Context: an optimization exercise on an open-source flow, tuned for small area. The choices shown serve that exercise and are no tape-out recipe. The RTL was checked by simulation tests, not by an equivalence proof against the original design. Power and IR drop assume default switching activity.

<file path="flow/flow/run.sh">
#!/bin/bash
set -euo pipefail
bash standard.sh synth > synth.log 2>&1
export BUFFER_PORTS_ARGS="-buffer_cell sky130_fd_sc_hd__buf_1"
bash standard.sh floorplan > floorplan.log 2>&1
bash standard.sh place > place.log 2>&1
bash standard.sh cts > cts.log 2>&1
bash standard.sh route > route.log 2>&1
bash standard.sh finish > finish.log 2>&1
</file>
<file path="flow/standard.sh">
#!/bin/bash
# synth_recipe.tcl (not shown) runs the flow's synth.tcl, then flattens the netlist and writes it again
# the make line also repeats each setting of config.mk as NAME=value (left out here)
make -C /OpenROAD-flow-scripts/flow DESIGN_CONFIG=/design/flow/config.mk WORK_HOME=/design/flow/orfs CLKGATE_MAP_FILE= SYNTH_SCRIPT=/design/flow/synth_recipe.tcl "${@:-finish}"
</file>
<file path="flow/config.mk">
export PLATFORM = sky130hd
export DESIGN_NAME = farm_top
export DESIGN_NICKNAME = farm_top
export VERILOG_FILES = /design/flow/design.v
export SDC_FILE = /design/flow/constraint.sdc
export NUM_CORES = 4
export LEC_CHECK = 0
export CAP_MARGIN = 20
export CORE_MARGIN = 2
export CORE_UTILIZATION = 60
export CTS_BUF_LIST = sky130_fd_sc_hd__clkbuf_8
export CTS_CLUSTER_DIAMETER = 45
export CTS_CLUSTER_SIZE = 18
export GPL_ROUTABILITY_DRIVEN = 1
export PLACE_DENSITY = 0.7
export SLEW_MARGIN = 20
export SYNTH_HIERARCHICAL = 1
</file>
<file path="flow/design.v">
module g_inv(input a, output y);            assign y = ~a;                     endmodule
module g_nand2(input a, input b, output y); assign y = ~(a & b);               endmodule
module g_nand3(input a, input b, input c, output y); assign y = ~(a & b & c);  endmodule
module g_nand4(input a, input b, input c, input d, output y);
	assign y = ~(a & b & c & d);
endmodule
module g_nor2(input a, input b, output y);  assign y = ~(a | b);               endmodule
module g_or3(input a, input b, input c, output y); assign y = a | b | c;       endmodule
module g_xor2(input a, input b, output y);  assign y = a ^ b;                  endmodule
module g_xnor2(input a, input b, output y); assign y = ~(a ^ b);               endmodule
module g_a22o(input a1, input a2, input b1, input b2, output y);
	assign y = (a1 & a2) | (b1 & b2);
endmodule
module g_a222oi(input a1, input a2, input b1, input b2, input c1, input c2, output y);
	assign y = ~((a1 & a2) | (b1 & b2) | (c1 & c2));
endmodule
module g_mux2i(input a, input b, input s, output y); assign y = ~(s ? b : a);  endmodule
module g_and2(input a, input b, output y);  assign y = a & b;                  endmodule
module g_a21oi(input a1, input a2, input b, output y); assign y = ~((a1 & a2) | b); endmodule
module g_o21ai(input a1, input a2, input b, output y); assign y = ~((a1 | a2) & b); endmodule
module g_a21o(input a1, input a2, input b, output y);  assign y = (a1 & a2) | b;    endmodule
module g_nand2b(input an, input b, output y); assign y = ~(~an & b);            endmodule
module g_ha(input a, input b, output s, output co); assign {co, s} = a + b;    endmodule
module rf_rdbit(input [30:0] s, input [30:0] d, output y);
	wire [10:0] n;
	wire [2:0] q;
	genvar i;
	generate for (i = 0; i < 10; i = i + 1) begin : t
		g_a222oi u(.a1(s[3*i]), .a2(d[3*i]), .b1(s[3*i+1]), .b2(d[3*i+1]),
		           .c1(s[3*i+2]), .c2(d[3*i+2]), .y(n[i]));
	end endgenerate
	g_nand2 u30(.a(s[30]), .b(d[30]), .y(n[10]));
	g_nand4 c0(.a(n[0]), .b(n[1]), .c(n[2]), .d(n[3]), .y(q[0]));
	g_nand4 c1(.a(n[4]), .b(n[5]), .c(n[6]), .d(n[7]), .y(q[1]));
	g_nand3 c2(.a(n[8]), .b(n[9]), .c(n[10]), .y(q[2]));
	g_or3   c3(.a(q[0]), .b(q[1]), .c(q[2]), .y(y));
endmodule
module alu_out(input ks, input s, input kp, input p, input kg, input g,
               input kb, input b, input sh, output r);
	wire n1, v;
	g_a222oi o0(.a1(ks), .a2(s), .b1(kp), .b2(p), .c1(kg), .c2(g), .y(n1));
	g_a21o   o1(.a1(kb), .a2(b), .b(sh), .y(v));
	g_nand2b o2(.an(v), .b(n1), .y(r));
endmodule
module alu_pair(input [1:0] a, input [1:0] b, input sub, input cin, input ks,
                input kp, input kg, input kb, input [1:0] sh, output [1:0] r,
                output cout, output [1:0] p, output [1:0] g);
	wire bx0, p0, g0, c1n, s0;
	wire bx1, p1n, g1n, p1, g1, s1;
	g_xor2  x00(.a(b[0]), .b(sub), .y(bx0));
	g_xor2  x01(.a(a[0]), .b(bx0), .y(p0));
	g_and2  a00(.a(a[0]), .b(bx0), .y(g0));
	g_a21oi c0(.a1(p0), .a2(cin), .b(g0), .y(c1n));
	g_xor2  x02(.a(p0), .b(cin), .y(s0));
	alu_out u0(.ks(ks), .s(s0), .kp(kp), .p(p0), .kg(kg), .g(g0), .kb(kb),
	           .b(b[0]), .sh(sh[0]), .r(r[0]));
	g_xor2  x10(.a(b[1]), .b(sub), .y(bx1));
	g_xnor2 x11(.a(a[1]), .b(bx1), .y(p1n));
	g_nand2 a10(.a(a[1]), .b(bx1), .y(g1n));
	g_o21ai c1(.a1(p1n), .a2(c1n), .b(g1n), .y(cout));
	g_xor2  x12(.a(p1n), .b(c1n), .y(s1));
	g_inv   i10(.a(p1n), .y(p1));
	g_inv   i11(.a(g1n), .y(g1));
	alu_out u1(.ks(ks), .s(s1), .kp(kp), .p(p1), .kg(kg), .g(g1), .kb(kb),
	           .b(b[1]), .sh(sh[1]), .r(r[1]));
	assign p = {p1, p0};
	assign g = {g1, g0};
endmodule
module alu_cla4(input [3:0] p, input [3:0] g, input cin, output cout);
	wire gg = g[3] | (p[3] & g[2]) | (p[3] & p[2] & g[1]) | (p[3] & p[2] & p[1] & g[0]);
	wire pp = &p;
	assign cout = gg | (pp & cin);
endmodule
module alu_shift(input [31:0] x, input [4:0] n, input rev, input left,
                 input right, output [31:0] y);
	wire [31:0] l0, l1, l2, l3, l4, l5;
	wire [4:0] nn;
	genvar i, k;
	generate
	for (k = 0; k < 5; k = k + 1) begin : ni
		g_inv u(.a(n[k]), .y(nn[k]));
	end
	for (i = 0; i < 32; i = i + 1) begin : st
		g_mux2i m0(.a(x[i]), .b(x[31-i]), .s(rev), .y(l0[i]));
		if (i + 1 < 32) begin : s1m
			g_mux2i m(.a(l0[i]), .b(l0[i+1]), .s(n[0]), .y(l1[i]));
		end else begin : s1z
			g_nor2 m(.a(l0[i]), .b(n[0]), .y(l1[i]));
		end
		if (i + 2 < 32) begin : s2m
			g_mux2i m(.a(l1[i]), .b(l1[i+2]), .s(n[1]), .y(l2[i]));
		end else begin : s2z
			g_nand2 m(.a(l1[i]), .b(nn[1]), .y(l2[i]));
		end
		if (i + 4 < 32) begin : s3m
			g_mux2i m(.a(l2[i]), .b(l2[i+4]), .s(n[2]), .y(l3[i]));
		end else begin : s3z
			g_nor2 m(.a(l2[i]), .b(n[2]), .y(l3[i]));
		end
		if (i + 8 < 32) begin : s4m
			g_mux2i m(.a(l3[i]), .b(l3[i+8]), .s(n[3]), .y(l4[i]));
		end else begin : s4z
			g_nand2 m(.a(l3[i]), .b(nn[3]), .y(l4[i]));
		end
		if (i + 16 < 32) begin : s5m
			g_mux2i m(.a(l4[i]), .b(l4[i+16]), .s(n[4]), .y(l5[i]));
		end else begin : s5z
			g_nor2 m(.a(l4[i]), .b(n[4]), .y(l5[i]));
		end
	end
	for (i = 0; i < 32; i = i + 1) begin : ov
		g_a22o o(.a1(right), .a2(l5[i]), .b1(left), .b2(l5[31-i]), .y(y[i]));
	end
	endgenerate
endmodule
module farm_top(
	input clk,
	input rst_n,
	output [31:0] ins,
	output [31:0] ret_ad,
	output [31:0] mem_addr,
	output [31:0] mem_wdata,
	output mem_rd,
	output mem_wr,
	input  [31:0] mem_rdata);
localparam S_RESET   = 3'd0;
localparam S_FETCH   = 3'd1;
localparam S_DECODE  = 3'd2;
localparam S_COMPUTE = 3'd3;
localparam S_MEM     = 3'd4;
localparam S_WB      = 3'd5;
reg  [2:0] state;
wire st_fetch   = (state == S_FETCH);
wire st_decode  = (state == S_DECODE);
wire st_compute = (state == S_COMPUTE);
wire st_mem     = (state == S_MEM);
wire st_wb      = (state == S_WB);
reg  [31:0] IR;
reg  [31:0] H;
reg  [31:2] T;         
reg         pc_inc;    
reg         pc_zero;   
assign ins    = IR;
assign ret_ad = {T, 2'b00};
wire [6:0] opc = IR[6:0];
wire [2:0] f3  = IR[14:12];
wire is_L  = (opc == 7'b0000011);
wire is_I  = (opc == 7'b0010011);
wire is_JR = (opc == 7'b1100111);
wire is_S  = (opc == 7'b0100011);
wire is_U  = (opc == 7'b0110111);
wire is_UJ = (opc == 7'b1101111);
wire is_R  = ~(is_L | is_I | is_JR | is_S | is_U | is_UJ);
wire f7z   = (IR[31:26] == 6'b000000);
wire f7s   = (IR[31:26] == 6'b100000);
wire op_add = is_L | is_S | (f3 == 3'b000 & ((is_R & f7z) | is_I));
wire op_or  = (f3 == 3'b110) & ((is_R & f7z) | is_I);
wire op_xor = (f3 == 3'b100) & ((is_R & f7z) | is_I);
wire op_and = (f3 == 3'b111) & ((is_R & f7z) | is_I);
wire op_sll = (f3 == 3'b001) & is_R & f7z;
wire op_srl = (f3 == 3'b101) & is_R & (f7z | f7s);
wire op_lui = is_U;
wire op_sub = ~(op_add | op_or | op_xor | op_and | op_sll | op_srl | op_lui);
reg [31:0] ring [0:30];
reg [30:0] vs;         
reg [4:0]  p;          
reg [4:0]  rsl;        
reg        rnone;      
reg [4:0]  wsl;        
reg        pw;         
wire [4:0] rd  = IR[11:7];
wire [4:0] src = st_fetch ? mem_rdata[19:15] : st_decode ? IR[24:20] : rd;
wire [5:0] s6  = {1'b0, src} + {1'b0, p} + 6'd1;
wire [4:0] s5  = s6[4:0] + {4'd0, s6[5]};
wire [4:0] slot_nx = (s5 == 5'd31) ? 5'd0 : s5;
function [4:0] inc31(input [4:0] x);
	inc31 = (x == 5'd30) ? 5'd0 : x + 5'd1;
endfunction
wire [7:0] wp_hit;
genvar g;
generate for (g = 0; g < 8; g = g + 1) begin : wph
	assign wp_hit[g] = pw & (wsl == ((4 * g + 30) % 31));
end endgenerate
wire wdone = |wp_hit;
integer j;
always @(posedge clk) begin
	for (j = 0; j < 31; j = j + 1)
		if (j % 4 == 0 && wp_hit[j / 4])
			ring[j] <= H;
		else
			ring[j] <= ring[(j + 30) % 31];
end
always @(posedge clk or negedge rst_n) begin
	if (!rst_n)
		vs <= 31'd0;
	else
		for (j = 0; j < 31; j = j + 1)
			if (j % 4 == 0 && wp_hit[j / 4])
				vs[j] <= 1'b1;
			else
				vs[j] <= vs[(j + 30) % 31];
end
always @(posedge clk) begin
	p <= inc31(p);
	rsl <= (st_fetch | st_decode) ? slot_nx : inc31(rsl);
	if (st_fetch | st_decode)
		rnone <= (src == 5'd0);
end
always @(posedge clk or negedge rst_n) begin
	if (!rst_n)
		pw <= 1'b0;
	else if (st_compute)
		pw <= ~is_S & (rd != 5'd0);
	else if (wdone)
		pw <= 1'b0;
end
always @(posedge clk) begin
	if (st_compute)
		wsl <= slot_nx;
	else
		wsl <= inc31(wsl);
end
wire [30:0] rsel;
generate for (g = 0; g < 31; g = g + 1) begin : sel
	assign rsel[g] = (rsl == g) & ~rnone & vs[g];
end endgenerate
wire [31:0] port;
generate for (g = 0; g < 32; g = g + 1) begin : rdp
	wire [30:0] col;
	genvar r;
	for (r = 0; r < 31; r = r + 1) begin : c
		assign col[r] = ring[r][g];
	end
	rf_rdbit u(.s(rsel), .d(col), .y(port[g]));
end endgenerate
wire bypass = pw & ~rnone & (rsl == wsl);
wire useI = is_I & ~st_decode;
wire useU = is_U & ~st_decode;
wire useZ = (is_L | is_JR) & ~st_decode;
wire [31:0] immI = {{20{IR[31]}}, IR[31:20]};
wire [31:0] immU = {IR[31:12], 12'd0};
wire [31:0] B = useI ? immI : useU ? immU : useZ ? 32'd0 : port;
wire c_sub = op_sub & ~st_decode;
wire c_ks  = (op_add | op_sub) & ~st_decode;
wire c_kp  = (op_or | op_xor) & ~st_decode;
wire c_kg  = (op_or | op_and) & ~st_decode;
wire c_kb  = op_lui | st_decode;
wire big   = |B[31:5];
wire c_l   = op_sll & ~st_decode & ~big;
wire c_r   = op_srl & ~st_decode & ~big;
wire [31:0] sh;
alu_shift ush(.x(H), .n(B[4:0]), .rev(op_sll), .left(c_l), .right(c_r), .y(sh));
wire [31:0] alu_r;
wire [31:0] ap, ag;
wire [8:0]  cy4;
wire [15:0] cmid;
assign cy4[0] = c_sub;
generate for (g = 0; g < 16; g = g + 1) begin : ab
	wire cout_unused;
	alu_pair u(.a(H[2*g+1:2*g]), .b(B[2*g+1:2*g]), .sub(c_sub),
	           .cin((g % 2 == 0) ? cy4[g/2] : cmid[g-1]),
	           .ks(c_ks), .kp(c_kp), .kg(c_kg), .kb(c_kb), .sh(sh[2*g+1:2*g]),
	           .r(alu_r[2*g+1:2*g]), .cout(cmid[g]),
	           .p(ap[2*g+1:2*g]), .g(ag[2*g+1:2*g]));
end
for (g = 0; g < 8; g = g + 1) begin : cla
	alu_cla4 u(.p(ap[4*g+3:4*g]), .g(ag[4*g+3:4*g]), .cin(cy4[g]), .cout(cy4[g+1]));
end endgenerate
always @(posedge clk)
	if ((st_decode & ~bypass) | st_compute) H <= alu_r;
assign mem_wdata = port;
assign mem_rd    = st_fetch | (st_mem & is_L);
assign mem_wr    = st_mem & is_S;
wire a_lo  = (mem_addr[31:16] == 16'd0);
wire a_hi  = (|mem_addr[31:18]) | (&mem_addr[17:16]);
wire mfc   = a_hi | (a_lo & mem_rd);
wire stall = (st_fetch | (st_mem & (is_L | is_S))) & ~mfc;
always @(posedge clk or negedge rst_n) begin
	if (!rst_n)
		state <= S_RESET;
	else if (!stall) begin
		case (state)
			S_RESET:   state <= S_FETCH;
			S_FETCH:   state <= S_DECODE;
			S_DECODE:  state <= S_COMPUTE;
			S_COMPUTE: state <= S_MEM;
			S_MEM:     state <= S_WB;
			default:   state <= S_FETCH;
		endcase
	end
end
wire ir_ld = st_fetch & rst_n;
wire ir_hd = ~st_fetch & rst_n;
wire [31:0] ir_d;
wire [32:2] pc_c;
wire [31:2] pc_s, T_d;
wire pc_nz = ~pc_zero;
wire pc_fz = st_fetch & ~pc_zero;
wire nf    = ~st_fetch;
assign pc_c[2] = pc_inc;
generate for (g = 0; g < 32; g = g + 1) begin : fb
	g_a22o ui(.a1(ir_ld), .a2(mem_rdata[g]), .b1(ir_hd), .b2(IR[g]), .y(ir_d[g]));
	if (g >= 2) begin : pcb
		g_ha   uh(.a(T[g]), .b(pc_c[g]), .s(pc_s[g]), .co(pc_c[g+1]));
		g_and2 uz(.a(pc_s[g]), .b(pc_nz), .y(T_d[g]));
		g_a22o um(.a1(pc_fz), .a2(pc_s[g]), .b1(nf), .b2(H[g]), .y(mem_addr[g]));
	end else begin : lo
		g_and2 um(.a(nf), .b(H[g]), .y(mem_addr[g]));
	end
end endgenerate
always @(posedge clk) begin
	IR      <= ir_d;
	T       <= T_d;
	pc_inc  <= st_fetch & rst_n;
	pc_zero <= ~rst_n;
end
endmodule
</file>
<file path="flow/constraint.sdc">
create_clock -name core_clock -period 10.0 [get_ports {clk}]
set_input_delay 2.0000 -clock core_clock [delete_from_list [all_inputs] [get_ports {clk}]]
set_output_delay 2.0000 -clock core_clock [all_outputs]
set_load 0.01 [all_outputs]
</file>
==> flow_metrics.env, run 1 <==
export IMPL_die_area_sq_mm=0.06688
export IMPL_yosys_warnings=8
export IMPL_portBuffers=161
export IMPL_fin_crit_ns=9.086
export IMPL_htreeDepth=3
export IMPL_coreArea_sq_mm=0.06423
export IMPL_cts_root_buf="clkbuf_8"
export IMPL_hold_class="reg -> reg"
export IMPL_cpMostUsedCell="ha_1"
export IMPL_peakVddDrop_uv=164.4
export IMPL_final_antenna_net_count=0
export IMPL_cts_resized=0
export IMPL_synth_area_sq_mm=0.03890
export IMPL_fin_cells=4187
export IMPL_tritoncts="built"
export IMPL_grt_util_all_layers=0.3613
export IMPL_wl_um=123500
export IMPL_holdWs_ns=0.3387
export IMPL_fin_tns_setup_ns=0
export IMPL_numCtsBuffers=102
export IMPL_drt_initial_drc_count=4714
export IMPL_hold_violations=0
export IMPL_placementRows=93
export IMPL_dp_final_hpwl_um=83330
export IMPL_rsz0062_at_grt="false"
export IMPL_cts_clk_slew_worst_paths_ns=0.10
export IMPL_post_cts_buffers=0
export IMPL_cpPeakStageDelay_ns=0.33
export IMPL_crit_fanout=2
export IMPL_period_share=0.9086
export IMPL_via_per_inst=6.762
export IMPL_grt_max_degree=41
export IMPL_total_power_w=0.01090
export IMPL_gp_congestion=0.9707
export IMPL_path_class="reg -> out"
export IMPL_grt_pass1_wl_um=181100
export IMPL_fin_area_sq_mm=0.04294
export IMPL_clock_latency_ns=0.74
export IMPL_slew_violations=0
export IMPL_syn2layout_area_growth_pct=10.39
export IMPL_num_vias=28310
export IMPL_setup_viol=0
export IMPL_ctsLongestPathBuffers=3
export IMPL_grt_overflow=0
export IMPL_start_kind="flop"
export IMPL_slew_headroom=0.2131
export IMPL_syn_inst=3026
export IMPL_fmax_mhz=110.1
export IMPL_maxCapViolCount=0
export IMPL_slowest_stage="dfxtp_1"
export IMPL_arrival_ns=7.09
export IMPL_status="timing/DRC/antenna clean"
export IMPL_cp_end_kind="output pin"
export IMPL_critPathTopFamily="adder cells"
export IMPL_critPathRequiredTime_ns=8.00
export IMPL_drc=0
export IMPL_die_w_um=258.6
export IMPL_wl_per_cell_um=29.48
export IMPL_dpl_cell_area_sq_mm=0.04054
export IMPL_initial_core_util=0.6056
export IMPL_antenna_found_initial=10
export IMPL_syn_avg_cell_area_sq_um=12.85
export IMPL_hold_buffers=0
export IMPL_final_setup_skew_ns=0.04901
export IMPL_grt_pass1_vias=28050
export IMPL_p_leak_nw=17.33
export IMPL_ios=164
export IMPL_drt_pass1_iterations=10
export IMPL_nets=3328
export IMPL_drive_gt1_frac=0.1799
export IMPL_die_h_um=258.6
export IMPL_power_density_mw_per_mm2=253.9
export IMPL_cts_sinks=1139
export IMPL_place_inst=3997
export IMPL_cp_num_buf_inv=1
export IMPL_tightest_slew_ns=1.180
## final timing paths
path	startpoint	end	slack (ns)	depth (start not counted)
max in group asynchronous	rst_n	pw	7.96	1
worst max-delay path	T[2]	mem_addr[31]	0.91	32
worst min-delay path	ring[1][21]	ring[2][21]	0.34	0
worst max register to register	rsl[0]	H[31]	1.17	32
min in group asynchronous	rst_n	vs[11]	1.41	1
worst min register to register	ring[1][21]	ring[2][21]	0.34	0
## placed cells by master, fill, tap and decap left out, types with 8 or more instances in the layout
cell	n
a22o_1	105
a222oi_1	353
nand4_1	66
mux2_2	257
clkinvlp_4	12
clkinv_4	17
a21o_1	45
xnor2_1	21
and3_2	28
dfrtp_1	35
inv_6	12
o21ai_0	13
ha_1	47
a21oi_2	16
buf_4	65
mux2i_1	161
a21oi_1	22
dfxtp_1	1071
buf_1	160
o21ai_1	16
edfxtp_1	33
bufinv_16	9
nand2_1	89
nand2b_1	43
or3_1	33
xor2_1	90
inv_8	8
nor2_1	62
a221oi_1	17
clkbuf_8	107
nand3_1	51
and2_1	51
nor4_1	8
inv_1	55
## registers in the layout, summed over array words and instances, names as in the netlist
signal   cells
H           32
IR          32
T           30
p            5
pc_inc       1
pc_zero      1
pw           1
ring       992
rnone        1
rsl          5
state        3
vs          31
wsl          5
## layout make-up
| class | instances | area, sq um |
|---|---|---|
| clock buffer | 107 | 1473 |
| inverter | 52 | 195.2 |
| multi-input combinational | 1725 | 14870 |
| timing repair buffer | 226 | 1094 |
| sequential | 1139 | 23310 |
| antenna | 3 | 7.507 |
| clock inverter | 80 | 923.4 |
| fill | 4813 | 21290 |
| tap | 855 | 1070 |
## where the power goes
group / internal [W] / switching, W / total (W) / leakage [nW]
combinational: 0.000845 / 0.00113 / 0.00197 / 6.67
clock: 0.00133 / 0.00173 / 0.00306 / 1.20
sequential: 0.00514 / 0.000731 / 0.00587 / 9.46
## through the flow
| step | utilization | setup WS, ns |
|---|---|---|
| 2_1_floorplan | - | 0.1358 |
| 3_3_place_gp | 0.6309 | 1.615 |
| 3_5_place_dp | 0.6311 | 1.379 |
| 4_1_cts | 0.6684 | 0.7917 |
| 5_1_grt | 0.6684 | 0.5235 |
| 6_report | 0.6685 | 0.9143 |
## layer usage
| metal | share of wire | global-route usage |
|---|---|---|
| met2 | 0.46 | 0.5842 |
| met3 | 0.098 | 0.07815 |
| met5 | 0 | 0 |
| met4 | 0.053 | 0.1848 |
| met1 | 0.39 | 0.4579 |
==> run 2, diff against run 1 <==
==> flow/config.mk (replaced) <==
export PLATFORM = sky130hd
export DESIGN_NAME = farm_top
export DESIGN_NICKNAME = farm_top
export VERILOG_FILES = /design/flow/design.v
export SDC_FILE = /design/flow/constraint.sdc
export NUM_CORES = 4
export LEC_CHECK = 0
export CAP_MARGIN = 20
export CORE_MARGIN = 2
export CORE_UTILIZATION = 70
export CTS_BUF_LIST = sky130_fd_sc_hd__clkbuf_16
export CTS_CLUSTER_DIAMETER = 60
export CTS_CLUSTER_SIZE = 30
export GPL_ROUTABILITY_DRIVEN = 1
export PLACE_DENSITY = 0.8
export SLEW_MARGIN = 20
export SYNTH_HIERARCHICAL = 1
==> flow_metrics.env, run 2 <==
export IMPL_crit_fanout=2
export IMPL_hold_class="reg -> reg"
export IMPL_status="timing/DRC/antenna clean"
export IMPL_fillers=3500
export IMPL_peakVddDrop_uv=201.6
export IMPL_cp_end_kind="output pin"
export IMPL_die_w_um=239.7
export IMPL_tritoncts="built"
export IMPL_timing_rr_end="H[31]"
export IMPL_arrival_ns=6.97
export IMPL_slew_violations=0
export IMPL_period_share=0.8975
export IMPL_gp_congestion=0.9950
export IMPL_layout_commonest_cell="dfxtp_1"
export IMPL_cts_root_buf="clkbuf_16"
export IMPL_grt_overflow=0
export IMPL_mostFrequentLayoutCells="dfxtp_1, a222oi_1, mux2_2, mux2i_1, buf_1"
export IMPL_cts_sinks=1139
export IMPL_largest_register_ffs=992
export IMPL_ios=164
export IMPL_grt_pass1_wl_um=174000
export IMPL_grt_util_all_layers=0.4058
export IMPL_portBuffers=161
export IMPL_placementRows=86
export IMPL_fin_ws_ns=1.025
export IMPL_p_leak_nw=16.92
export IMPL_fin_crit_ns=8.975
export IMPL_numCtsBuffers=52
export IMPL_final_setup_skew_ns=0.04764
export IMPL_grt_pass1_vias=27780
export IMPL_holdWs_ns=0.3258
export IMPL_die_h_um=239.7
export IMPL_critPathTopFamily="adder cells"
export IMPL_final_antenna_net_count=0
export IMPL_cp_num_buf_inv=1
export IMPL_dp_slack_ns=1.487
export IMPL_cts_resized=0
export IMPL_synth_area_sq_mm=0.03890
export IMPL_timing_rr_start="rsl[0]"
export IMPL_tightest_slew_ns=1.103
export IMPL_yosys_warnings=8
export IMPL_total_power_w=0.01036
export IMPL_htreeDepth=2
export IMPL_cts_clk_slew_worst_paths_ns=0.11
export IMPL_rsz0062_at_grt="false"
export IMPL_maxCapViolCount=0
export IMPL_path_class="reg -> out"
export IMPL_syn2layout_area_growth_pct=7.994
export IMPL_fin_tns_setup_ns=0
export IMPL_cpPeakStageDelay_ns=0.32
export IMPL_ctsLongestPathBuffers=3
export IMPL_setup_viol=0
export IMPL_holdPathEnd="ring[19][15]"
export IMPL_syn_avg_cell_area_sq_um=12.85
export IMPL_hold_depth=0
export IMPL_r2r_slack_ns=1.17
export IMPL_num_vias=28320
export IMPL_die_area_sq_mm=0.05747
export IMPL_drt_initial_drc_count=4852
export IMPL_fmax_mhz=111.4
export IMPL_drt_pass1_iterations=10
export IMPL_drive_gt1_frac=0.1509
export IMPL_wl_per_cell_um=30.10
export IMPL_wl_um=119300
export IMPL_reg_top3="ring: 992 flops, H: 32 flops, IR: 32 flops"
export IMPL_min_delay_start="ring[18][15]"
export IMPL_hold_buffers=0
export IMPL_dp_final_hpwl_um=82550
export IMPL_via_per_inst=7.143
export IMPL_worstRegToRegCells=31
export IMPL_grt_max_degree=41
export IMPL_postLayoutCoreUtil=0.7639
export IMPL_slowest_stage="dfxtp_1"
export IMPL_critPathRequiredTime_ns=8.00
export IMPL_drc=0
export IMPL_post_cts_buffers=0
export IMPL_syn_inst=3026
export IMPL_initial_core_util=0.7074
export IMPL_antenna_found_initial=10
export IMPL_power_density_mw_per_mm2=246.6
export IMPL_coreArea_sq_mm=0.05499
export IMPL_nets=3273
export IMPL_cpMostUsedCell="ha_1"
export IMPL_regMostFlops="ring"
export IMPL_start_kind="flop"
export IMPL_slew_headroom=0.2620
export IMPL_hold_violations=0
export IMPL_clock_latency_ns=0.67
==> run 2: worst max-delay path by stage <==
stage / startpoint / to / slack, ns / cells past startpoint
floorplan: state[1] / H[31] / 0.14 / 29
global placement: rsl[0] / H[31] / 1.80 / 31
detailed placement: rsl[0] / H[31] / 1.49 / 31
CTS: T[2] / mem_addr[31] / 1.00 / 32
global route: T[2] / mem_addr[31] / 0.74 / 32
finish: T[2] / mem_addr[31] / 1.03 / 32
==> run 2: layer usage <==
metal  routed length (um)  track usage  vias to the layer above  share of wire
met4                 5920       0.1941                        8          0.050
met3                14440       0.1051                      360           0.12
li1                     -            -                    12160              -
met1                46360       0.5421                    13950           0.39
met5                   38            0                        -        0.00032
met2                52580       0.6175                     1851           0.44
==> run 2: area by class of cell <==
cell class / count / area, sq um / share of cell area
diodes: 2 / 5.005 / 0.0001191
clock buffers: 54 / 1351 / 0.03217
clock inverters: 24 / 261.5 / 0.006225
inverters: 52 / 195.2 / 0.004647
multi-input cells: 1725 / 14880 / 0.3543
flip-flops and latches: 1139 / 23310 / 0.5549
well taps: 748 / 935.9 / 0.02228
repair buffers: 221 / 1069 / 0.02544
==> run 2: report_power, final <==
group / internal, W / leakage, nW / switching, W / total (W)
Clock: 0.00103 / 0.800 / 0.00148 / 0.00251
Sequential: 0.00514 / 9.46 / 0.000761 / 0.00590
Combinational: 0.000840 / 6.66 / 0.00111 / 0.00195
==> run 2: through the flow <==
| step | std cells | area [sq um] |
|---|---|---|
| floorplan | 3027 | 38900 |
| global placement | 3884 | 40350 |
| detailed placement | 3884 | 40350 |
| CTS | 3962 | 41970 |
| global route | 3963 | 42000 |
| finish | 3965 | 42010 |
==> run 3, diff against run 2 <==
--- a/flow/design.v
+++ b/flow/design.v
@@ -235,18 +235,21 @@
 end endgenerate
 wire bypass = pw & ~rnone & (rsl == wsl);
-wire useI = is_I & ~st_decode;
-wire useU = is_U & ~st_decode;
-wire useZ = (is_L | is_JR) & ~st_decode;
+wire act  = st_compute;
+wire pass = st_decode & ~bypass;
+wire hold = ~(act | pass);
+wire useI = is_I & act;
+wire useU = is_U & act;
+wire useZ = ((is_L | is_JR) & act) | hold;
 wire [31:0] immI = {{20{IR[31]}}, IR[31:20]};
 wire [31:0] immU = {IR[31:12], 12'd0};
 wire [31:0] B = useI ? immI : useU ? immU : useZ ? 32'd0 : port;
-wire c_sub = op_sub & ~st_decode;
-wire c_ks  = (op_add | op_sub) & ~st_decode;
-wire c_kp  = (op_or | op_xor) & ~st_decode;
-wire c_kg  = (op_or | op_and) & ~st_decode;
-wire c_kb  = op_lui | st_decode;
+wire c_sub = op_sub & act;
+wire c_ks  = ((op_add | op_sub) & act) | hold;
+wire c_kp  = (op_or | op_xor) & act;
+wire c_kg  = (op_or | op_and) & act;
+wire c_kb  = (op_lui & act) | pass;
 wire big   = |B[31:5];
-wire c_l   = op_sll & ~st_decode & ~big;
-wire c_r   = op_srl & ~st_decode & ~big;
+wire c_l   = op_sll & act & ~big;
+wire c_r   = op_srl & act & ~big;
 wire [31:0] sh;
 alu_shift ush(.x(H), .n(B[4:0]), .rev(op_sll), .left(c_l), .right(c_r), .y(sh));
@@ -268,5 +271,5 @@
 end endgenerate
 always @(posedge clk)
-	if ((st_decode & ~bypass) | st_compute) H <= alu_r;
+	H <= alu_r;
 assign mem_wdata = port;
 assign mem_rd    = st_fetch | (st_mem & is_L);
==> flow_metrics.env, run 3 <==
export IMPL_peakVddDrop_uv=173.4
export IMPL_final_antenna_net_count=0
export IMPL_wl_um=124700
export IMPL_arrival_ns=6.97
export IMPL_gp_congestion=0.9431
export IMPL_dp_final_hpwl_um=82200
export IMPL_dp_slack_ns=1.727
export IMPL_period_share=0.8973
export IMPL_start_kind="flop"
export IMPL_die_w_um=238.4
export IMPL_cts_root_buf="clkbuf_16"
export IMPL_largest_register_ffs=992
export IMPL_slowest_stage="dfxtp_1"
export IMPL_grt_util_all_layers=0.4301
export IMPL_drt_pass1_iterations=9
export IMPL_htreeDepth=2
export IMPL_cts_resized=0
export IMPL_grt_overflow=0
export IMPL_die_h_um=238.4
export IMPL_fmax_mhz=111.5
export IMPL_cp_end_kind="output pin"
export IMPL_setup_viol=0
export IMPL_p_leak_nw=17.00
export IMPL_wl_per_cell_um=31.72
export IMPL_die_area_sq_mm=0.05683
export IMPL_drc=0
export IMPL_reg_top3="ring: 992 flops, H: 32 flops, IR: 32 flops"
export IMPL_slew_headroom=0.1894
export IMPL_yosys_warnings=8
export IMPL_crit_fanout=2
export IMPL_fin_area_sq_mm=0.04170
export IMPL_hold_violations=0
export IMPL_initial_core_util=0.7119
export IMPL_cts_clk_slew_worst_paths_ns=0.11
export IMPL_layout_commonest_cell="dfxtp_1"
export IMPL_path_class="reg -> out"
export IMPL_fin_tns_setup_ns=0
export IMPL_syn2layout_area_growth_pct=8.429
export IMPL_mostFrequentLayoutCells="dfxtp_1, a222oi_1, mux2_2, mux2i_1, buf_1"
export IMPL_tightest_slew_ns=1.216
export IMPL_status="timing/DRC/antenna clean"
export IMPL_regMostFlops="ring"
export IMPL_hold_buffers=0
export IMPL_maxCapViolCount=0
export IMPL_critPathRequiredTime_ns=8.00
export IMPL_drt_initial_drc_count=5599
export IMPL_rsz0062_at_grt="false"
export IMPL_post_cts_buffers=0
export IMPL_grt_pass1_wl_um=180600
export IMPL_fillers=3412
export IMPL_dpl_cell_area_sq_mm=0.03992
export IMPL_placementRows=85
export IMPL_cpPeakStageDelay_ns=0.33
export IMPL_via_per_inst=7.315
export IMPL_num_vias=28760
export IMPL_syn_avg_cell_area_sq_um=12.73
export IMPL_grt_max_degree=39
export IMPL_nets=3283
export IMPL_clock_latency_ns=0.67
export IMPL_cpMostUsedCell="ha_1"
export IMPL_drive_gt1_frac=0.1504
export IMPL_fin_ws_ns=1.027
export IMPL_tritoncts="built"
export IMPL_power_density_mw_per_mm2=236.4
export IMPL_slew_violations=0
export IMPL_hold_class="reg -> reg"
export IMPL_fin_crit_ns=8.973
export IMPL_cts_sinks=1139
export IMPL_postLayoutCoreUtil=0.7719
export IMPL_synth_area_sq_mm=0.03846
export IMPL_ios=164
export IMPL_ctsLongestPathBuffers=3
export IMPL_grt_pass1_vias=28050
export IMPL_portBuffers=161
export IMPL_antenna_found_initial=7
export IMPL_holdWs_ns=0.3281
export IMPL_syn_inst=3022
export IMPL_final_setup_skew_ns=0.05657
export IMPL_numCtsBuffers=52
export IMPL_coreArea_sq_mm=0.05403
==> run 3: through the flow <==
step | cells | total power [W]
floorplan | 3023 | 0.006517
global placement | 3843 | 0.007166
detailed placement | 3843 | 0.007244
CTS | 3927 | 0.009755
global route | 3927 | 0.01011
finish | 3931 | 0.009858
==> run 3: final cells by class <==
type	count	area [sq um]	share of cell area
flip-flops and latches	1139	22990	0.5512
multi-input cells	1726	14760	0.3539
clock buffers	53	1326	0.03180
repair buffers	229	1116	0.02676
well taps	696	870.8	0.02088
clock inverters	31	435.4	0.01044
inverters	53	198.9	0.004771
diodes	4	10.01	0.0002400
==> run 3: report_power, final <==
part | internal, W | switching, W | total, W
clock network | 0.00106 | 0.00153 | 0.00259
logic | 0.000535 | 0.000928 | 0.00146
registers | 0.00519 | 0.000618 | 0.00581
==> run 3: worst paths after layout <==
check	startpoint	to	slack [ns]	cells past startpoint
max	T[2]	mem_addr[31]	1.03	32
min	ring[25][7]	ring[26][7]	0.33	0
max reg2reg	rsl[0]	H[31]	1.33	31
min reg2reg	ring[25][7]	ring[26][7]	0.33	0
max in group asynchronous	rst_n	vs[11]	8.24	2
min in group asynchronous	rst_n	pw	1.39	2
==> run 3: critical path: cells and delay by family, from the launching register on <==
kind                       cells  cell delay, ns
adders and majority gates     30            5.63
DFF                            1            0.33
AOI/OAI and AO/OA              1            0.23
buffers and inverters          1            0.13
==> run 3: per-layer routing <==
layer | wire length (um) | track usage | up-vias
met4 | 8081 | 0.2686 | 6
li1 | - | - | 12100
met1 | 46580 | 0.5614 | 14120
met2 | 54200 | 0.6478 | 2119
met5 | 33 | 0 | -
met3 | 15800 | 0.1033 | 412
==> run 4, diff against run 3 <==
--- a/flow/config.mk
+++ b/flow/config.mk
@@ -8,10 +8,10 @@
 export CAP_MARGIN = 20
 export CORE_MARGIN = 2
-export CORE_UTILIZATION = 70
+export CORE_UTILIZATION = 78
 export CTS_BUF_LIST = sky130_fd_sc_hd__clkbuf_16
 export CTS_CLUSTER_DIAMETER = 60
 export CTS_CLUSTER_SIZE = 30
 export GPL_ROUTABILITY_DRIVEN = 1
-export PLACE_DENSITY = 0.8
+export PLACE_DENSITY = 0.88
 export SLEW_MARGIN = 20
 export SYNTH_HIERARCHICAL = 1
==> flow_metrics.env, run 4 <==
export IMPL_p_leak_nw=16.88
export IMPL_die_h_um=226.1
export IMPL_coreArea_sq_mm=0.04885
export IMPL_crit_end="mem_addr[31]"
export IMPL_via_per_inst=7.714
export IMPL_cts_resized=0
export IMPL_antenna_found_initial=8
export IMPL_status="timing/DRC/antenna clean"
export IMPL_slew_headroom=0.1954
export IMPL_critPathRequiredTime_ns=8.00
export IMPL_drt_pass1_iterations=13
export IMPL_final_setup_skew_ns=0.04557
export IMPL_slew_violations=0
export IMPL_setup_viol=0
export IMPL_layout_commonest_cell="dfxtp_1"
export IMPL_power_frac_comb=0.140
export IMPL_hold_buffers=0
export IMPL_rsz0062_at_grt="false"
export IMPL_power_density_mw_per_mm2=236.3
export IMPL_hold_violations=0
export IMPL_crit_start="T[2]"
export IMPL_cts_root_buf="clkbuf_16"
export IMPL_syn_inst=3022
export IMPL_gp_congestion=0.9639
export IMPL_die_area_sq_mm=0.05110
export IMPL_dp_slack_ns=1.738
export IMPL_post_cts_buffers=0
export IMPL_path_class="reg -> out"
export IMPL_period_share=0.8958
export IMPL_clock_latency_ns=0.67
export IMPL_arrival_ns=6.96
export IMPL_grt_max_degree=39
export IMPL_placementRows=81
export IMPL_die_w_um=226.1
export IMPL_switching_share=0.3131
export IMPL_wl_um=130700
export IMPL_nets=3275
export IMPL_num_vias=29950
export IMPL_syn2layout_area_growth_pct=7.792
export IMPL_cp_end_kind="output pin"
export IMPL_peakVddDrop_uv=241.8
export IMPL_grt_pass1_wl_um=187800
export IMPL_syn_avg_cell_area_sq_um=12.73
export IMPL_fin_tns_setup_ns=0
export IMPL_numCtsBuffers=50
export IMPL_ctsLongestPathBuffers=3
export IMPL_cpMostUsedCell="ha_1"
export IMPL_holdWs_ns=0.3378
export IMPL_regMostFlops="ring"
export IMPL_drive_gt1_frac=0.1484
export IMPL_reg_top3="ring: 992 flops, H: 32 flops, IR: 32 flops"
export IMPL_maxCapViolCount=0
export IMPL_final_antenna_net_count=0
export IMPL_hold_depth=0
export IMPL_drt_initial_drc_count=6465
export IMPL_pwr_share_clk=0.256
export IMPL_r2r_slack_ns=1.31
export IMPL_cts_sinks=1139
export IMPL_timing_rr_start="rsl[0]"
export IMPL_synth_area_sq_mm=0.03846
export IMPL_p_int_w=0.006728
export IMPL_drc=0
export IMPL_mostFrequentLayoutCells="dfxtp_1, a222oi_1, mux2_2, mux2i_1, buf_1"
export IMPL_fmax_mhz=111.6
export IMPL_crit_fanout=2
export IMPL_portBuffers=161
export IMPL_tritoncts="built"
export IMPL_worstRegToRegCells=30
export IMPL_ios=164
export IMPL_grt_pass1_vias=29590
export IMPL_wl_per_cell_um=33.65
export IMPL_cpPeakStageDelay_ns=0.33
export IMPL_p_switching_w=0.003067
export IMPL_total_power_w=0.009794
export IMPL_hold_class="reg -> reg"
export IMPL_fin_crit_ns=8.958
export IMPL_largest_register_ffs=992
export IMPL_yosys_warnings=8
export IMPL_fin_ws_ns=1.042
export IMPL_dp_final_hpwl_um=80250
export IMPL_timing_rr_end="H[31]"
export IMPL_seqPwrFrac=0.605
export IMPL_start_kind="flop"
export IMPL_cts_clk_slew_worst_paths_ns=0.11
export IMPL_tightest_slew_ns=1.205
export IMPL_htreeDepth=2
export IMPL_initial_core_util=0.7873
export IMPL_slowest_stage="dfxtp_1"
export IMPL_grt_overflow=0
export IMPL_grt_util_all_layers=0.5000
## run 4: cell types whose count changed in the layout (fill, tap and decap cells not counted), sizes merged
| cell | delta |
|---|---|
| clkinvlp | -1 |
| clkinv | -4 |
| clkbuf | -2 |
| inv | -3 |
| buf | -6 |
## run 4: worst min-delay path by stage
stage,startpoint,endpoint,slack (ns)
3_5_place_dp,ring[28][7],ring[29][7],0.33
5_1_grt,ring[16][28],ring[17][28],0.34
2_1_floorplan,ring[9][0],ring[10][0],0.33
4_1_cts,ring[16][28],ring[17][28],0.34
3_3_place_gp,ring[12][22],ring[13][22],0.33
6_report,ring[28][1],ring[29][1],0.34
## run 4: power groups by stage
stage	Combinational, W	Clock [W]	Sequential [W]
after CTS	0.00129	0.00247	0.00586
after global routing	0.00143	0.00262	0.00594
after global placement	0.00122	0	0.00587
final	0.00137	0.00250	0.00592
after detailed placement	0.00127	0	0.00593
after floorplan	0.000898	0	0.00562
## run 4: area by class of cell
| type | count | area (sq um) |
|---|---|---|
| Clock inverter | 23 | 316.6 |
| Fill cell | 2570 | 7393 |
| Antenna cell | 4 | 10.01 |
| Tap cell | 664 | 830.8 |
| Clock buffer | 51 | 1276 |
| Inverter | 53 | 198.9 |
| Sequential cell | 1139 | 22990 |
| Multi-Input combinational cell | 1726 | 14750 |
| Timing Repair Buffer | 223 | 1079 |
## run 4: through the flow
| stage | utilization | std cells | area [sq um] |
|---|---|---|---|
| CTS | 0.8479 | 3878 | 41420 |
| global route | 0.8485 | 3880 | 41450 |
| floorplan | - | 3023 | 38460 |
| finish | 0.8487 | 3883 | 41460 |
| detailed placement | 0.8153 | 3804 | 39830 |
| global placement | 0.8153 | 3804 | 39830 |
## run 4: worst max-delay path: cells and delay by family, from the launching register on
family          cells  cell delay (ns)
compound gates      1             0.23
fa+ha+maj          30             5.60
buf+inv             1             0.13
flops               1             0.33
## run 4: routing by layer
| metal | track usage | vias to the layer above | share of wire |
|---|---|---|---|
| li1 | - | 12080 | - |
| met1 | 0.6211 | 14290 | 0.35 |
| met2 | 0.7298 | 2796 | 0.42 |
| met3 | 0.1581 | 766 | 0.14 |
| met4 | 0.3788 | 16 | 0.087 |
| met5 | 0 | - | 0.00081 |
==> run 5, diff against run 4 <==
--- a/flow/config.mk
+++ b/flow/config.mk
@@ -6,12 +6,13 @@
 export NUM_CORES = 4
 export LEC_CHECK = 0
-export CAP_MARGIN = 20
+export CAP_MARGIN = 10
 export CORE_MARGIN = 2
-export CORE_UTILIZATION = 78
+export CORE_UTILIZATION = 70
 export CTS_BUF_LIST = sky130_fd_sc_hd__clkbuf_16
 export CTS_CLUSTER_DIAMETER = 60
 export CTS_CLUSTER_SIZE = 30
 export GPL_ROUTABILITY_DRIVEN = 1
-export PLACE_DENSITY = 0.88
-export SLEW_MARGIN = 20
+export GPL_TIMING_DRIVEN = 0
+export PLACE_DENSITY = 0.8
+export SLEW_MARGIN = 10
 export SYNTH_HIERARCHICAL = 1
==> flow_metrics.env, run 5 <==
export IMPL_fin_crit_ns=9.157
export IMPL_p_switching_w=0.002973
export IMPL_tightest_slew_ns=1.300
export IMPL_die_area_sq_mm=0.05683
export IMPL_via_per_inst=7.290
export IMPL_timing_rr_start="rsl[0]"
export IMPL_fin_cells=4006
export IMPL_p_int_w=0.006791
export IMPL_syn2layout_area_growth_pct=10.91
export IMPL_fillers=3311
export IMPL_gp_congestion=0.9627
export IMPL_power_frac_comb=0.125
export IMPL_grt_overflow=0
export IMPL_antenna_found_initial=5
export IMPL_yosys_warnings=8
export IMPL_cts_root_buf="clkbuf_16"
export IMPL_num_vias=29200
export IMPL_power_density_mw_per_mm2=228.9
export IMPL_cts_sinks=1139
export IMPL_crit_fanout=2
export IMPL_tritoncts="built"
export IMPL_arrival_ns=7.16
export IMPL_seqPwrFrac=0.612
export IMPL_post_cts_buffers=0
export IMPL_status="timing/DRC/antenna clean"
export IMPL_die_h_um=238.4
export IMPL_htreeDepth=2
export IMPL_period_share=0.9157
export IMPL_switching_share=0.3045
export IMPL_reg_top3="ring: 992 flops, H: 32 flops, IR: 32 flops"
export IMPL_die_w_um=238.4
export IMPL_slew_headroom=0.1320
export IMPL_portBuffers=161
export IMPL_pwr_share_clk=0.263
export IMPL_final_antenna_net_count=0
export IMPL_hold_buffers=0
export IMPL_wl_um=124800
export IMPL_initial_core_util=0.7119
export IMPL_layout_commonest_cell="dfxtp_1"
export IMPL_cts_resized=0
export IMPL_critPathRequiredTime_ns=8.00
export IMPL_syn_inst=3022
export IMPL_synth_area_sq_mm=0.03846
export IMPL_coreArea_sq_mm=0.05403
export IMPL_clock_latency_ns=0.67
export IMPL_slew_violations=0
export IMPL_grt_pass1_wl_um=181500
export IMPL_crit_start="pc_inc"
export IMPL_regMostFlops="ring"
export IMPL_start_kind="flop"
export IMPL_numCtsBuffers=52
export IMPL_dp_final_hpwl_um=84910
export IMPL_final_setup_skew_ns=0.04104
export IMPL_fmax_mhz=109.2
export IMPL_drt_initial_drc_count=5293
export IMPL_fin_tns_setup_ns=0
export IMPL_cp_end_kind="output pin"
export IMPL_drive_gt1_frac=0.1596
export IMPL_r2r_slack_ns=1.00
export IMPL_mostFrequentLayoutCells="dfxtp_1, a222oi_1, mux2_2, buf_1, mux2i_1"
export IMPL_postLayoutCoreUtil=0.7895
export IMPL_grt_max_degree=35
export IMPL_worstRegToRegCells=32
export IMPL_cpMostUsedCell="ha_1"
export IMPL_drt_pass1_iterations=10
export IMPL_min_delay_start="ring[21][7]"
export IMPL_timing_rr_end="H[31]"
export IMPL_placementRows=85
export IMPL_syn_avg_cell_area_sq_um=12.73
export IMPL_peakVddDrop_uv=207.0
export IMPL_path_class="reg -> out"
export IMPL_hold_violations=0
export IMPL_place_inst=3925
export IMPL_cpPeakStageDelay_ns=0.39
export IMPL_rsz0062_at_grt="false"
export IMPL_largest_register_ffs=992
export IMPL_grt_pass1_vias=28760
export IMPL_crit_end="mem_addr[31]"
export IMPL_wl_per_cell_um=31.16
export IMPL_hold_class="reg -> reg"
export IMPL_ios=164
export IMPL_p_leak_nw=17.39
export IMPL_slowest_stage="dfxtp_1"
export IMPL_nets=3365
export IMPL_grt_util_all_layers=0.4296
export IMPL_cts_clk_slew_worst_paths_ns=0.11
export IMPL_maxCapViolCount=0
export IMPL_drc=0
export IMPL_ctsLongestPathBuffers=3
export IMPL_setup_viol=0
[run 5: cell types whose count changed in the layout (fill, tap and decap cells not counted), sizes merged]
| cell | delta |
|---|---|
| clkinvlp | +1 |
| clkinv | -4 |
| inv | +7 |
| clkbuf | +30 |
| buf | +60 |
| diode | -2 |
| bufinv | -1 |
[run 5: routing by layer]
| layer | vias up | GRT usage | routed length [um] |
|---|---|---|---|
| li1 | 12270 | - | - |
| met1 | 14270 | 0.5421 | 45700 |
| met2 | 2141 | 0.6524 | 54020 |
| met3 | 520 | 0.1133 | 15750 |
| met4 | 6 | 0.2837 | 9270 |
| met5 | - | 0.009524 | 95 |
[run 5: metrics by stage]
step	hold WS, ns	area (sq um)	total power, W	worst slack (ns)
final	0.3393	42650	0.009764	0.8428
after global routing	0.3408	42650	0.01005	0.6199
after CTS	0.3376	42650	0.009680	0.8384
after detailed placement	0.3348	40960	0.007194	1.410
after global placement	0.3328	39940	0.007090	-0.7409
after floorplan	0.3298	38460	0.006517	2.105
[run 5: cell type report]
class	count	area [sq um]	area share
sequential	1139	22990	0.5389
antenna	2	5.005	0.0001173
timing repair buffer	206	1511	0.03544
clock buffer	53	1326	0.03109
inverter	53	198.9	0.004664
multi-input combinational	1726	14740	0.3455
buffer	105	650.6	0.01525
tap	696	870.8	0.02042
clock inverter	26	365.4	0.008566
[run 5: worst min-delay path by stage]
| stage | end | slack [ns] | depth (start not counted) |
|---|---|---|---|
| floorplan | ring[10][0] | 0.33 | 0 |
| global placement | ring[22][1] | 0.33 | 0 |
| detailed placement | ring[29][15] | 0.33 | 0 |
| CTS | ring[22][7] | 0.34 | 0 |
| global route | ring[22][7] | 0.34 | 0 |
| finish | ring[22][7] | 0.34 | 0 |
[run 5: power by group through the flow]
stage / Sequential [W] / Combinational (W) / Clock, W
final: 0.00597 / 0.00122 / 0.00257
after floorplan: 0.00562 / 0.000898 / 0
after detailed placement: 0.00601 / 0.00118 / 0
after global routing: 0.00601 / 0.00131 / 0.00273
after global placement: 0.00596 / 0.00113 / 0
after CTS: 0.00592 / 0.00119 / 0.00256
[run 5: critical path: cells and delay by family (launching register included)]
kind | cells | cell delay (ns)
compound gates | 1 | 0.22
fa+ha+maj | 30 | 5.77
buf+inv | 1 | 0.13
flops | 1 | 0.39
==> run 6, diff against run 5 <==
--- a/flow/design.v
+++ b/flow/design.v
@@ -37,12 +37,14 @@
 endmodule
 module alu_out(input ks, input s, input kp, input p, input kg, input g,
-               input kb, input b, input sh, output r);
-	wire n1, v;
+               input kb, input b, input rt, input shr, input lf, input shl,
+               output r);
+	wire n1, n2;
 	g_a222oi o0(.a1(ks), .a2(s), .b1(kp), .b2(p), .c1(kg), .c2(g), .y(n1));
-	g_a21o   o1(.a1(kb), .a2(b), .b(sh), .y(v));
-	g_nand2b o2(.an(v), .b(n1), .y(r));
+	g_a222oi o1(.a1(kb), .a2(b), .b1(rt), .b2(shr), .c1(lf), .c2(shl), .y(n2));
+	g_nand2  o2(.a(n1), .b(n2), .y(r));
 endmodule
 module alu_pair(input [1:0] a, input [1:0] b, input sub, input cin, input ks,
-                input kp, input kg, input kb, input [1:0] sh, output [1:0] r,
+                input kp, input kg, input kb, input rt, input lf,
+                input [1:0] shr, input [1:0] shl, output [1:0] r,
                 output cout, output [1:0] p, output [1:0] g);
 	wire bx0, p0, g0, c1n, s0;
@@ -54,5 +56,5 @@
 	g_xor2  x02(.a(p0), .b(cin), .y(s0));
 	alu_out u0(.ks(ks), .s(s0), .kp(kp), .p(p0), .kg(kg), .g(g0), .kb(kb),
-	           .b(b[0]), .sh(sh[0]), .r(r[0]));
+	           .b(b[0]), .rt(rt), .shr(shr[0]), .lf(lf), .shl(shl[0]), .r(r[0]));
 	g_xor2  x10(.a(b[1]), .b(sub), .y(bx1));
 	g_xnor2 x11(.a(a[1]), .b(bx1), .y(p1n));
@@ -63,5 +65,5 @@
 	g_inv   i11(.a(g1n), .y(g1));
 	alu_out u1(.ks(ks), .s(s1), .kp(kp), .p(p1), .kg(kg), .g(g1), .kb(kb),
-	           .b(b[1]), .sh(sh[1]), .r(r[1]));
+	           .b(b[1]), .rt(rt), .shr(shr[1]), .lf(lf), .shl(shl[1]), .r(r[1]));
 	assign p = {p1, p0};
 	assign g = {g1, g0};
@@ -72,6 +74,5 @@
 	assign cout = gg | (pp & cin);
 endmodule
-module alu_shift(input [31:0] x, input [4:0] n, input rev, input left,
-                 input right, output [31:0] y);
+module alu_shift(input [31:0] x, input [4:0] n, input rev, output [31:0] y);
 	wire [31:0] l0, l1, l2, l3, l4, l5;
 	wire [4:0] nn;
@@ -109,7 +110,5 @@
 		end
 	end
-	for (i = 0; i < 32; i = i + 1) begin : ov
-		g_a22o o(.a1(right), .a2(l5[i]), .b1(left), .b2(l5[31-i]), .y(y[i]));
-	end
+	assign y = l5;
 	endgenerate
 endmodule
@@ -253,5 +252,9 @@
 wire c_r   = op_srl & act & ~big;
 wire [31:0] sh;
-alu_shift ush(.x(H), .n(B[4:0]), .rev(op_sll), .left(c_l), .right(c_r), .y(sh));
+alu_shift ush(.x(H), .n(B[4:0]), .rev(op_sll), .y(sh));
+wire [31:0] shrev;
+generate for (g = 0; g < 32; g = g + 1) begin : shr
+	assign shrev[g] = sh[31-g];
+end endgenerate
 wire [31:0] alu_r;
 wire [31:0] ap, ag;
@@ -263,5 +266,6 @@
 	alu_pair u(.a(H[2*g+1:2*g]), .b(B[2*g+1:2*g]), .sub(c_sub),
 	           .cin((g % 2 == 0) ? cy4[g/2] : cmid[g-1]),
-	           .ks(c_ks), .kp(c_kp), .kg(c_kg), .kb(c_kb), .sh(sh[2*g+1:2*g]),
+	           .ks(c_ks), .kp(c_kp), .kg(c_kg), .kb(c_kb), .rt(c_r), .lf(c_l),
+	           .shr(sh[2*g+1:2*g]), .shl(shrev[2*g+1:2*g]),
 	           .r(alu_r[2*g+1:2*g]), .cout(cmid[g]),
 	           .p(ap[2*g+1:2*g]), .g(ag[2*g+1:2*g]));
==> flow/config.mk (replaced) <==
export PLATFORM = sky130hd
export DESIGN_NAME = farm_top
export DESIGN_NICKNAME = farm_top
export VERILOG_FILES = /design/flow/design.v
export SDC_FILE = /design/flow/constraint.sdc
export NUM_CORES = 4
export LEC_CHECK = 0
export CAP_MARGIN = 20
export CORE_MARGIN = 2
export CORE_UTILIZATION = 78
export CTS_BUF_LIST = sky130_fd_sc_hd__clkbuf_16
export CTS_CLUSTER_DIAMETER = 60
export CTS_CLUSTER_SIZE = 30
export GPL_ROUTABILITY_DRIVEN = 1
export PLACE_DENSITY = 0.88
export SLEW_MARGIN = 20
export SYNTH_HIERARCHICAL = 1
==> flow_metrics.env, run 6 <==
export IMPL_status="timing/DRC/antenna clean"
export IMPL_hold_class="reg -> reg"
export IMPL_cp_end_kind="output pin"
export IMPL_holdWs_ns=0.3292
export IMPL_hold_buffers=0
export IMPL_drc=0
export IMPL_power_frac_comb=0.127
export IMPL_slowest_stage="dfxtp_1"
export IMPL_p_leak_nw=16.43
export IMPL_cpPeakStageDelay_ns=0.33
export IMPL_via_per_inst=7.716
export IMPL_ctsLongestPathBuffers=3
export IMPL_wl_per_cell_um=32.45
export IMPL_start_kind="flop"
export IMPL_cts_sinks=1139
export IMPL_drt_pass1_iterations=14
export IMPL_numCtsBuffers=50
export IMPL_cts_root_buf="clkbuf_16"
export IMPL_grt_overflow=0
export IMPL_die_w_um=225.2
export IMPL_drive_gt1_frac=0.1456
export IMPL_dp_slack_ns=1.616
export IMPL_nets=3232
export IMPL_portBuffers=161
export IMPL_drt_initial_drc_count=7572
export IMPL_yosys_warnings=8
export IMPL_regMostFlops="ring"
export IMPL_wl_um=123300
export IMPL_clock_latency_ns=0.67
export IMPL_synth_area_sq_mm=0.03818
export IMPL_initial_core_util=0.7848
export IMPL_arrival_ns=7.14
export IMPL_gp_congestion=1.058
export IMPL_dp_final_hpwl_um=80690
export IMPL_syn_avg_cell_area_sq_um=12.77
export IMPL_die_area_sq_mm=0.05073
export IMPL_mostFrequentLayoutCells="dfxtp_1, a222oi_1, mux2_2, mux2i_1, buf_1"
export IMPL_cpMostUsedCell="ha_1"
export IMPL_seqPwrFrac=0.618
export IMPL_pwr_share_clk=0.255
export IMPL_switching_share=0.3127
export IMPL_maxCapViolCount=0
export IMPL_coreArea_sq_mm=0.04865
export IMPL_place_inst=3719
export IMPL_hold_violations=0
export IMPL_slew_violations=0
export IMPL_cts_resized=0
export IMPL_antenna_found_initial=8
export IMPL_fin_ws_ns=0.8575
export IMPL_p_switching_w=0.003042
export IMPL_fmax_mhz=109.4
export IMPL_final_antenna_net_count=0
export IMPL_largest_register_ffs=992
export IMPL_die_h_um=225.2
export IMPL_post_cts_buffers=0
export IMPL_grt_pass1_vias=28270
export IMPL_num_vias=29310
export IMPL_fin_crit_ns=9.142
export IMPL_tightest_slew_ns=1.268
export IMPL_slew_headroom=0.1536
export IMPL_fin_cells=3798
export IMPL_htreeDepth=2
export IMPL_grt_pass1_wl_um=177800
export IMPL_final_setup_skew_ns=0.03058
export IMPL_layout_commonest_cell="dfxtp_1"
export IMPL_syn2layout_area_growth_pct=7.436
export IMPL_cts_clk_slew_worst_paths_ns=0.11
export IMPL_reg_top3="ring: 992 flops, H: 32 flops, IR: 32 flops"
export IMPL_setup_viol=0
export IMPL_grt_max_degree=39
export IMPL_fillers=2572
export IMPL_placementRows=81
export IMPL_crit_fanout=2
export IMPL_p_int_w=0.006686
export IMPL_power_density_mw_per_mm2=237.2
export IMPL_syn_inst=2990
export IMPL_fin_tns_setup_ns=0
export IMPL_period_share=0.9142
export IMPL_rsz0062_at_grt="false"
export IMPL_peakVddDrop_uv=218.6
export IMPL_tritoncts="built"
export IMPL_path_class="reg -> out"
export IMPL_grt_util_all_layers=0.4713
export IMPL_critPathRequiredTime_ns=8.00
export IMPL_ios=164
run 6: cell count changes in the layout (fill, tap and decap cells not counted), moves of 4 or more:
cell       previous run  this run
nand2_1              97       127
a22o_1              101        71
buf_16                8         0
a222oi_1            352       384
a21o_1               45        13
clkinv_16             5         1
clkbuf_1             28         0
buf_2                 7         0
nand2b_1             43        11
buf_12               32         1
buf_1               167       160
buf_6                 5         0
nor2_1               46        42
buf_4                63        50
run 6: metrics by stage:
step	cell area (sq um)	util	power, W
6_report	41020	0.8432	0.009728
5_1_grt	41010	0.8430	0.009921
4_1_cts	40980	0.8424	0.009569
3_5_place_dp	39410	0.8102	0.007182
3_3_place_gp	39410	0.8102	0.007076
2_1_floorplan	38180	-	0.006514
run 6: critical path, delay by kind of cell, from the launching register on:
kind / cells / cell delay (ns)
fa+ha+maj: 30 / 5.75
flops: 1 / 0.33
buf+inv: 1 / 0.14
compound gates: 1 / 0.24
run 6: worst paths after layout:
check | depth (start not counted) | slack [ns] | from | end
min in group asynchronous | 1 | 1.47 | rst_n | vs[0]
worst max-delay path | 32 | 0.86 | T[2] | mem_addr[31]
worst min-delay path | 0 | 0.33 | ring[14][17] | ring[15][17]
worst min register to register | 0 | 0.33 | ring[14][17] | ring[15][17]
worst max register to register | 31 | 1.26 | rsl[0] | H[31]
max in group asynchronous | 1 | 7.94 | rst_n | vs[28]
run 6: power by group through the flow:
stage               Combinational, W  Clock (W)  Sequential [W]
floorplan                   0.000895          0         0.00562
CTS                          0.00118    0.00245         0.00594
finish                       0.00123    0.00248         0.00602
detailed placement           0.00116          0         0.00602
global placement             0.00113          0         0.00595
global route                 0.00130    0.00260         0.00603
run 6: area by class of cell:
class | count | area [sq um] | share of cell area
clock buffers | 51 | 1276 | 0.03111
clock inverters | 23 | 289.0 | 0.007046
diodes | 4 | 10.01 | 0.0002440
repair buffers | 212 | 1001 | 0.02440
multi-input cells | 1694 | 14480 | 0.3530
inverters | 53 | 198.9 | 0.004850
well taps | 622 | 778.2 | 0.01897
flip-flops and latches | 1139 | 22990 | 0.5604
run 6: per-layer routing:
| metal | vias to the layer above | track usage | share of wire |
|---|---|---|---|
| li1 | 12010 | - | - |
| met1 | 14180 | 0.6230 | 0.36 |
| met2 | 2564 | 0.6845 | 0.42 |
| met3 | 546 | 0.1548 | 0.15 |
| met4 | 8 | 0.2640 | 0.065 |
| met5 | - | 0 | 0.00090 |
==> run 7, diff against run 6 <==
--- a/flow/config.mk
+++ b/flow/config.mk
@@ -8,10 +8,10 @@
 export CAP_MARGIN = 20
 export CORE_MARGIN = 2
-export CORE_UTILIZATION = 78
+export CORE_UTILIZATION = 70
 export CTS_BUF_LIST = sky130_fd_sc_hd__clkbuf_16
 export CTS_CLUSTER_DIAMETER = 60
 export CTS_CLUSTER_SIZE = 30
 export GPL_ROUTABILITY_DRIVEN = 1
-export PLACE_DENSITY = 0.88
+export PLACE_DENSITY = 0.8
 export SLEW_MARGIN = 20
 export SYNTH_HIERARCHICAL = 1
==> flow_metrics.env, run 7 <==
export IMPL_pwr_share_clk=0.266
export IMPL_syn_inst=2990
export IMPL_rsz0062_at_grt="false"
export IMPL_cpMostUsedCell="ha_1"
export IMPL_fin_cells=3877
export IMPL_die_area_sq_mm=0.05643
export IMPL_syn_avg_cell_area_sq_um=12.77
export IMPL_start_kind="flop"
export IMPL_portBuffers=161
export IMPL_initial_core_util=0.7081
export IMPL_place_inst=3794
export IMPL_critPathTopFamily="adder cells"
export IMPL_htreeDepth=2
export IMPL_drive_gt1_frac=0.1469
export IMPL_critPathRequiredTime_ns=8.00
export IMPL_mostFrequentLayoutCells="dfxtp_1, a222oi_1, mux2_2, mux2i_1, buf_1"
export IMPL_ctsLongestPathBuffers=3
export IMPL_p_int_w=0.006795
export IMPL_power_frac_comb=0.122
export IMPL_seqPwrFrac=0.611
export IMPL_fin_tns_setup_ns=0
export IMPL_drc=0
export IMPL_setup_viol=0
export IMPL_layout_commonest_cell="dfxtp_1"
export IMPL_wl_um=118800
export IMPL_cts_clk_slew_worst_paths_ns=0.11
export IMPL_slowest_stage="dfxtp_1"
export IMPL_final_antenna_net_count=0
export IMPL_reg_top3="ring: 992 flops, H: 32 flops, IR: 32 flops"
export IMPL_hold_buffers=0
export IMPL_crit_fanout=2
export IMPL_drt_pass1_iterations=11
export IMPL_cpPeakStageDelay_ns=0.33
export IMPL_grt_pass1_wl_um=173900
export IMPL_power_density_mw_per_mm2=234.7
export IMPL_arrival_ns=7.05
export IMPL_cp_num_buf_inv=1
export IMPL_die_w_um=237.5
export IMPL_postLayoutCoreUtil=0.7651
export IMPL_path_class="reg -> out"
export IMPL_synth_area_sq_mm=0.03818
export IMPL_cts_sinks=1139
export IMPL_final_setup_skew_ns=0.02309
export IMPL_cp_end_kind="output pin"
export IMPL_gp_congestion=0.9686
export IMPL_slew_violations=0
export IMPL_period_share=0.9054
export IMPL_cts_root_buf="clkbuf_16"
export IMPL_switching_share=0.2982
export IMPL_clock_latency_ns=0.66
export IMPL_grt_overflow=0
export IMPL_antenna_found_initial=4
export IMPL_slew_headroom=0.2115
export IMPL_coreArea_sq_mm=0.05392
export IMPL_placementRows=85
export IMPL_drt_initial_drc_count=5254
export IMPL_maxCapViolCount=0
export IMPL_regMostFlops="ring"
export IMPL_dp_final_hpwl_um=77730
export IMPL_yosys_warnings=8
export IMPL_p_switching_w=0.002888
export IMPL_p_leak_nw=16.49
export IMPL_grt_pass1_vias=27740
export IMPL_peakVddDrop_uv=224.4
export IMPL_via_per_inst=7.302
export IMPL_cts_resized=0
export IMPL_grt_max_degree=39
export IMPL_fmax_mhz=110.5
export IMPL_total_power_w=0.009683
export IMPL_die_h_um=237.5
export IMPL_tritoncts="built"
export IMPL_grt_util_all_layers=0.4094
export IMPL_nets=3233
export IMPL_syn2layout_area_growth_pct=8.049
export IMPL_largest_register_ffs=992
export IMPL_post_cts_buffers=0
export IMPL_status="timing/DRC/antenna clean"
export IMPL_fin_crit_ns=9.054
export IMPL_hold_violations=0
export IMPL_ios=164
export IMPL_holdWs_ns=0.3379
export IMPL_tightest_slew_ns=1.183
export IMPL_numCtsBuffers=50
export IMPL_wl_per_cell_um=30.65
export IMPL_num_vias=28310
export IMPL_hold_class="reg -> reg"
==> run 7: cell type report <==
| class | instances | area, sq um |
|---|---|---|
| antenna | 1 | 2.502 |
| fill | 3465 | 12670 |
| clock inverter | 29 | 414.1 |
| clock buffer | 52 | 1301 |
| tap | 696 | 870.8 |
| inverter | 53 | 198.9 |
| multi-input combinational | 1694 | 14470 |
| timing repair buffer | 213 | 1003 |
| sequential | 1139 | 22990 |
==> run 7: per-layer routing <==
| layer | global-route usage | wire length [um] | share of wire | vias to the layer above |
|---|---|---|---|---|
| li1 | - | - | - | 12020 |
| met1 | 0.5393 | 45380 | 0.38 | 13960 |
| met2 | 0.6193 | 51780 | 0.44 | 1951 |
| met3 | 0.1071 | 14620 | 0.12 | 379 |
| met4 | 0.2243 | 7009 | 0.059 | 6 |
| met5 | 0 | 46 | 0.00039 | - |
==> run 7: stage by stage <==
stage | worst slack, ns | area [sq um]
5_1_grt | 0.7140 | 41250
6_report | 0.9464 | 41250
3_5_place_dp | 1.583 | 39510
3_3_place_gp | 1.638 | 39510
2_1_floorplan | 2.105 | 38180
4_1_cts | 0.9639 | 41230
==> run 7: path summary, 6_finish.rpt <==
path                                end  slack [ns]         from  depth (start not counted)
min in group asynchronous            pw        1.46        rst_n                          1
min reg2reg                 ring[29][1]        0.34  ring[28][1]                          0
min                         ring[29][1]        0.34  ring[28][1]                          0
max reg2reg                       H[31]        1.15       rsl[0]                         32
max                        mem_addr[31]        0.95         T[2]                         32
max in group asynchronous        vs[16]        7.95        rst_n                          1
==> run 7: power by group through the flow <==
stage	Combinational (W)	Clock, W	Sequential (W)
final	0.00119	0.00258	0.00592
after global routing	0.00127	0.00274	0.00597
after CTS	0.00115	0.00258	0.00589
after detailed placement	0.00114	0	0.00597
after global placement	0.00111	0	0.00593
after floorplan	0.000895	0	0.00562

[afterwards: timing with drivers on the ports]
The flow's constraints put no driver on any port. The routed layouts listed below were extracted and timed again, unchanged, in two steps. Step 1: set_driving_cell puts a clkbuf_16 on clk and a buf_2 on each other input, an assumption about the parent block. Step 2 adds t to the input delays and takes it off the output delays; t is the mean of the earliest and latest rising clock arrival at the registers after step 1. Input paths then give back, and output paths get back, about the clock's delay inside the block. Slacks: ideal / step 1 / step 2; pairs: ideal / step 1.
| run | t (ns) | setup slack, ns | worst setup path after step 2 | cell pins on the clock port's net |
|---|---|---|---|---|
| run 1 | 0.772 | 0.914 / 0.859 / 1.170 | register to register | 1 |
| run 2 | 0.707 | 1.025 / 0.961 / 1.169 | register to register | 1 |
| run 3 | 0.712 | 1.027 / 0.962 / 1.333 | register to register | 1 |
| run 4 | 0.714 | 1.042 / 0.979 / 1.308 | register to register | 1 |
| run 5 | 0.717 | 0.843 / 0.776 / 1.001 | register to register | 1 |
| run 6 | 0.714 | 0.858 / 0.792 / 1.257 | register to register | 1 |
| run 7 | 0.712 | 0.946 / 0.880 / 1.153 | register to register | 1 |
After both steps every run listed still meets setup and hold.
